Context: an optimization exercise on an open-source flow, tuned for small area, a short achievable clock period and few clock cycles. The choices shown serve that exercise and are no tape-out recipe.
RTL that was checked went through simulation tests only; none was proved equivalent to the original.

==> flow/design.v <==
module expr_unit(
  input clk,
  input rst,
  input start,
  input [31:0] i1,
  input [31:0] i2,
  input [31:0] i3,
  output op_ready,
  output done,
  output [31:0] result
);
localparam K  = 4;                  
localparam NC = (32 + K - 1) / K;   
localparam CW = NC < 2 ? 1 : NC < 4 ? 2 : NC < 8 ? 3 : NC < 16 ? 4 : 5;
localparam DW = 31 + K;             
reg s_idle, s_pre, s_div, done_r;
reg rdy_r;             
reg [CW-1:0] cnt;      
reg [CW-1:0] cnx;      
reg [31:0] qa;         
reg [DW-1:0] ds1;      
wire [31:0] b = ds1[31:0];    
reg [31:0] res;        
assign op_ready = rdy_r;
assign done = done_r;
assign result = res;
function [31:0] carries;
  input [31:0] g_in, p_in;
  input cin;
  reg [32:0] g, p;
  integer l, i, j;
  begin
    g = {g_in, cin};
    p = {p_in, 1'b0};
    for (l = 0; l < 6; l = l + 1)
      for (i = 32; i >= 0; i = i - 1)
        if ((i >> l) & 1) begin
          j = ((i >> l) << l) - 1;
          g[i] = g[i] | (p[i] & g[j]);
          p[i] = p[i] & p[j];
        end
    carries = g[32:1];
  end
endfunction
function [32:0] add_fast;
  input [31:0] x, y;
  input cin;
  reg [31:0] c;
  begin
    c = carries(x & y, x ^ y, cin);
    add_fast = {c[31], (x ^ y) ^ {c[30:0], cin}};
  end
endfunction
function [31:0] sub_small;
  input [31:0] x, y;
  reg c;
  integer i;
  begin
    c = 1'b1;
    for (i = 0; i < 32; i = i + 1) begin
      sub_small[i] = x[i] ^ ~y[i] ^ c;
      c = (x[i] & ~y[i]) | (x[i] & c) | (~y[i] & c);
    end
  end
endfunction
function [31:0] sub_bk;
  input [31:0] x, y;
  reg [32:0] g, p, pp;
  integer l, i;
  begin
    g = {x & ~y, 1'b1};
    pp = {x ^ ~y, 1'b0};
    p = pp;
    for (l = 0; l < 6; l = l + 1)
      for (i = 0; i < 33; i = i + 1)
        if ((i + 1) % (2 << l) == 0) begin
          g[i] = g[i] | (p[i] & g[i - (1 << l)]);
          p[i] = p[i] & p[i - (1 << l)];
        end
    for (l = 4; l >= 0; l = l - 1)
      for (i = 0; i < 33; i = i + 1)
        if ((i + 1) % (2 << l) == (1 << l) && i > (1 << l)) begin
          g[i] = g[i] | (p[i] & g[i - (1 << l)]);
          p[i] = p[i] & p[i - (1 << l)];
        end
    sub_bk = pp[32:1] ^ g[31:0];
  end
endfunction
function [5:0] width;   
  input [31:0] x;
  integer i;
  begin
    width = 6'd0;
    for (i = 0; i < 32; i = i + 1) if (x[i]) width = i + 1;
  end
endfunction
function [CW-1:0] ncyc;
  input [31:0] x, d;
  reg [6:0] n;
  begin
    n = {1'b0, width(x)} - {1'b0, width(d)} + 7'd1;
    if (n[6] || n == 7'd0) ncyc = {CW{1'b0}};
    else ncyc = (n + K - 1) / K;
  end
endfunction
function [DW-1:0] align;
  input [31:0] d;
  input [CW-1:0] c;
  reg [CW-1:0] m;
  reg [DW-1:0] v;
  integer i;
  begin
    m = c - 1'b1;
    v = {{(DW-32){1'b0}}, d} << (K - 1);
    for (i = 0; i < CW; i = i + 1) if (m[i]) v = v << (K << i);
    align = v;
  end
endfunction
function [32+32+DW+K-1:0] steps;   
  input [31:0] r;
  input [DW-1:0] ds;
  reg [K-1:0] qb;
  reg [32:0] df;
  reg [31:0] df0;
  reg ovf;
  integer s;
  begin
    for (s = 0; s < K; s = s + 1) begin
      ovf = |(ds >> 32);
      df = add_fast(r, ~ds[31:0], 1'b1);
      if (s == 0) df0 = df[31:0];
      qb[K-1-s] = ~ovf & df[32];
      if (qb[K-1-s]) r = df[31:0];
      ds = ds >> 1;
    end
    steps = {df0, r, ds, qb};
  end
endfunction
function [31:0] place;
  input [CW-1:0] cnt;
  input [K-1:0] qb;
  integer j;
  begin
    for (j = 0; j < 32; j = j + 1)
      place[j] = (cnt == j / K + 1) & qb[j % K];
  end
endfunction
wire [32+32+DW+K-1:0] st = steps(qa, ds1);
wire [31:0] x1 = st[32+32+DW+K-1:32+DW+K];    
wire [31:0] st_r = st[32+DW+K-1:DW+K];
wire [DW-1:0] st_ds = st[DW+K-1:K];
wire [K-1:0] st_q = st[K-1:0];
wire [31:0] d1n = sub_bk(b, qa & ~res);
wire z1 = (d1n == 32'd0);
wire z2 = (b == 32'd0);
wire [CW-1:0] c1 = z1 ? {CW{1'b0}} : ncyc(x1, d1n);
wire [CW-1:0] c2 = z2 ? {CW{1'b0}} : ncyc(res, b);
wire first1 = c1 != 0;                  
wire go_div = first1 | (c2 != 0);
wire lastc = cnt == 1;                  
wire swap = s_div & lastc & (cnx != 0);
wire last = s_div & lastc & (cnx == 0);
wire al_d1 = s_pre & first1;
wire [DW-1:0] al = align(al_d1 ? d1n : i2, al_d1 ? c1 : (s_pre ? c2 : cnx));
wire [31:0] nbc = {~(b[31:1] & res[31:1]), ~(b[0] & res[0]) & ~(z1 & z2)};
wire [32:0] acc = add_fast(s_pre ? qa : res, s_pre ? nbc : place(cnt, st_q),
                           s_pre & ~z1 & ~z2);
always @(posedge clk or posedge rst) begin
  if (rst) begin
    s_idle <= 1'b1;
    rdy_r <= 1'b1;
    s_pre <= 1'b0;
    s_div <= 1'b0;
    done_r <= 1'b0;
  end else begin
    s_idle <= (s_idle & ~start) | (s_pre & ~go_div) | last;
    rdy_r <= (rdy_r & ~start) | (s_pre & ~go_div) | last;
    s_pre <= s_idle & start;
    s_div <= (s_pre & go_div) | (s_div & ~last);
    done_r <= (s_pre & ~go_div) | last;
  end
end
always @(posedge clk) begin
  if (s_idle) qa <= i1;
  else if (al_d1) qa <= x1;
  else if (s_pre | swap) qa <= i3;
  else qa <= st_r;
  if (s_idle) ds1 <= {{(DW-32){1'b0}}, i2};
  else if (s_pre | swap) ds1 <= al;
  else ds1 <= st_ds;
  if (s_pre) begin
    cnt <= first1 ? c1 : c2;
    cnx <= first1 ? c2 : {CW{1'b0}};
  end else if (swap) begin
    cnt <= cnx;
    cnx <= {CW{1'b0}};
  end else begin
    cnt <= cnt - 1'b1;
  end
  if (s_idle) res <= i3;
  else res <= acc[31:0];
end
endmodule
clock: 90.0 ns
lec_check: 0
abc_area: 1
cap_margin: 20
core_margin: 2
core_utilization: 40
slew_margin: 20
standard.sh (not shown) runs the stock make flow with config.mk's settings and CLKGATE_MAP_FILE= SYNTH_SCRIPT=/design/flow/synth_recipe.tcl, a recipe that flattens the netlist after the stock synthesis.
==> flow/flow/run.sh <==
#!/bin/bash
# The standard layout with two changes to how it is made:
# - the port buffers are sky130_fd_sc_hd__buf_1 instead of the delay buffer
#   buffer_ports picks by default (every port still gets its buffer);
# - timing repair aims for 70.7 ns of setup slack at the design's 90 ns
#   clock, so it also speeds up paths that already meet 90 ns.
set -euo pipefail
bash standard.sh "BUFFER_PORTS_ARGS=-buffer_cell sky130_fd_sc_hd__buf_1" \
  SETUP_SLACK_MARGIN=70.7 finish > standard.log 2>&1
Testbench counts at the start, summed over its fixed seeds: cycles 2,756.
==> next run, changes <==
--- a/flow/design.v
+++ b/flow/design.v
@@ -15,13 +15,13 @@
 localparam DW = 31 + K;             
 reg s_idle, s_pre, s_div, done_r;
 reg rdy_r;             
 reg [CW-1:0] cnt;      
 reg [CW-1:0] cnx;      
 reg [31:0] qa;         
-reg [DW-1:0] ds1;      
+reg [31:0] ds1;        
 wire [31:0] b = ds1[31:0];    
 reg [31:0] res;        
 assign op_ready = rdy_r;
 assign done = done_r;
 assign result = res;
 function [31:0] carries;
@@ -100,71 +100,74 @@
   begin
     n = {1'b0, width(x)} - {1'b0, width(d)} + 7'd1;
     if (n[6] || n == 7'd0) ncyc = {CW{1'b0}};
     else ncyc = (n + K - 1) / K;
   end
 endfunction
-function [DW-1:0] align;
+function [31:0] align;
   input [31:0] d;
   input [CW-1:0] c;
   reg [CW-1:0] m;
-  reg [DW-1:0] v;
+  reg [31:0] v;
   integer i;
   begin
     m = c - 1'b1;
-    v = {{(DW-32){1'b0}}, d} << (K - 1);
+    v = d;
     for (i = 0; i < CW; i = i + 1) if (m[i]) v = v << (K << i);
     align = v;
   end
 endfunction
-function [32+32+DW+K-1:0] steps;   
+function [32+32+K-1:0] steps;   
   input [31:0] r;
-  input [DW-1:0] ds;
+  input [31:0] dsr;
+  input sub;
+  reg [DW-1:0] ds;
   reg [K-1:0] qb;
   reg [32:0] df;
-  reg [31:0] df0;
   reg ovf;
   integer s;
   begin
+    ds = {dsr, {(K-1){1'b0}}};
     for (s = 0; s < K; s = s + 1) begin
       ovf = |(ds >> 32);
       df = add_fast(r, ~ds[31:0], 1'b1);
-      if (s == 0) df0 = df[31:0];
-      qb[K-1-s] = ~ovf & df[32];
+      if (s < K - 1) qb[K-1-s] = ~(ovf | sub) & df[32];
+      else qb[K-1-s] = (~ovf & df[32]) | sub;
       if (qb[K-1-s]) r = df[31:0];
       ds = ds >> 1;
     end
-    steps = {df0, r, ds, qb};
+    steps = {r, dsr >> K, qb};
   end
 endfunction
 function [31:0] place;
   input [CW-1:0] cnt;
   input [K-1:0] qb;
   integer j;
   begin
     for (j = 0; j < 32; j = j + 1)
       place[j] = (cnt == j / K + 1) & qb[j % K];
   end
 endfunction
-wire [32+32+DW+K-1:0] st = steps(qa, ds1);
-wire [31:0] x1 = st[32+32+DW+K-1:32+DW+K];    
-wire [31:0] st_r = st[32+DW+K-1:DW+K];
-wire [DW-1:0] st_ds = st[DW+K-1:K];
+wire [32+32+K-1:0] st = steps(qa, ds1, s_pre);
+wire [31:0] st_r = st[32+32+K-1:32+K];
+wire [31:0] x1 = st_r;                   
+wire [31:0] st_ds = st[32+K-1:K];
 wire [K-1:0] st_q = st[K-1:0];
 wire [31:0] d1n = sub_bk(b, qa & ~res);
 wire z1 = (d1n == 32'd0);
 wire z2 = (b == 32'd0);
 wire [CW-1:0] c1 = z1 ? {CW{1'b0}} : ncyc(x1, d1n);
 wire [CW-1:0] c2 = z2 ? {CW{1'b0}} : ncyc(res, b);
 wire first1 = c1 != 0;                  
 wire go_div = first1 | (c2 != 0);
 wire lastc = cnt == 1;                  
 wire swap = s_div & lastc & (cnx != 0);
 wire last = s_div & lastc & (cnx == 0);
 wire al_d1 = s_pre & first1;
-wire [DW-1:0] al = align(al_d1 ? d1n : i2, al_d1 ? c1 : (s_pre ? c2 : cnx));
+wire [31:0] al = align(al_d1 ? d1n : i2,
+                       al_d1 ? c1 : s_pre ? c2 : swap ? cnx : {{(CW-1){1'b0}}, 1'b1});
 wire [31:0] nbc = {~(b[31:1] & res[31:1]), ~(b[0] & res[0]) & ~(z1 & z2)};
 wire [32:0] acc = add_fast(s_pre ? qa : res, s_pre ? nbc : place(cnt, st_q),
                            s_pre & ~z1 & ~z2);
 always @(posedge clk or posedge rst) begin
   if (rst) begin
     s_idle <= 1'b1;
@@ -179,17 +182,15 @@
     s_div <= (s_pre & go_div) | (s_div & ~last);
     done_r <= (s_pre & ~go_div) | last;
   end
 end
 always @(posedge clk) begin
   if (s_idle) qa <= i1;
-  else if (al_d1) qa <= x1;
-  else if (s_pre | swap) qa <= i3;
-  else qa <= st_r;
-  if (s_idle) ds1 <= {{(DW-32){1'b0}}, i2};
-  else if (s_pre | swap) ds1 <= al;
+  else if ((s_pre & ~first1) | swap) qa <= i3;
+  else qa <= st_r;               
+  if (s_idle | s_pre | swap) ds1 <= al;
   else ds1 <= st_ds;
   if (s_pre) begin
     cnt <= first1 ? c1 : c2;
     cnx <= first1 ? c2 : {CW{1'b0}};
   end else if (swap) begin
     cnt <= cnx;
Setup slack is worse by 0.0031 ns.
Design area increases by 2.3%.
Fmax hardly moves.
Sequential share of layout area came out lower by 0.44 points.
Synthesized area drops by 4.1%.
Clock-buffer cell count does not change.
Global-route usage is higher by 0.61 points.
Cell count went down by 1.6%.
Non-clock buffer count came out higher by 54.
For the second run of this note, only the layout was checked, not whether the RTL still works.

-- afterwards: timing with drivers on the ports --
How much do the figures lean on ideal ports? The routed layouts below were timed once more, with nothing changed but the port constraints.
Step 1: set_driving_cell puts a clkbuf_16 on clk and a buf_2 on each other input, an assumption about the parent block.
Step 2, shift: input delay + t, output delay - t, t = (earliest + latest rising clock arrival at the registers) / 2. This alone moves slack from input paths to output paths.
Three values: ideal, step 1, step 2; two values: the first two.
run | t, ns | setup slack, ns | worst slew at a driven data input, ns
the first run | 0.459 | 70.865 / 70.811 / 70.841 | 0.05
the second run | 0.464 | 70.862 / 70.808 / 70.910 | 0.05
After both steps setup and hold are still met in every run listed. For the first run, which loses most, drivers alone change the setup slack by -0.054 ns; drivers and shift together by -0.024 ns.
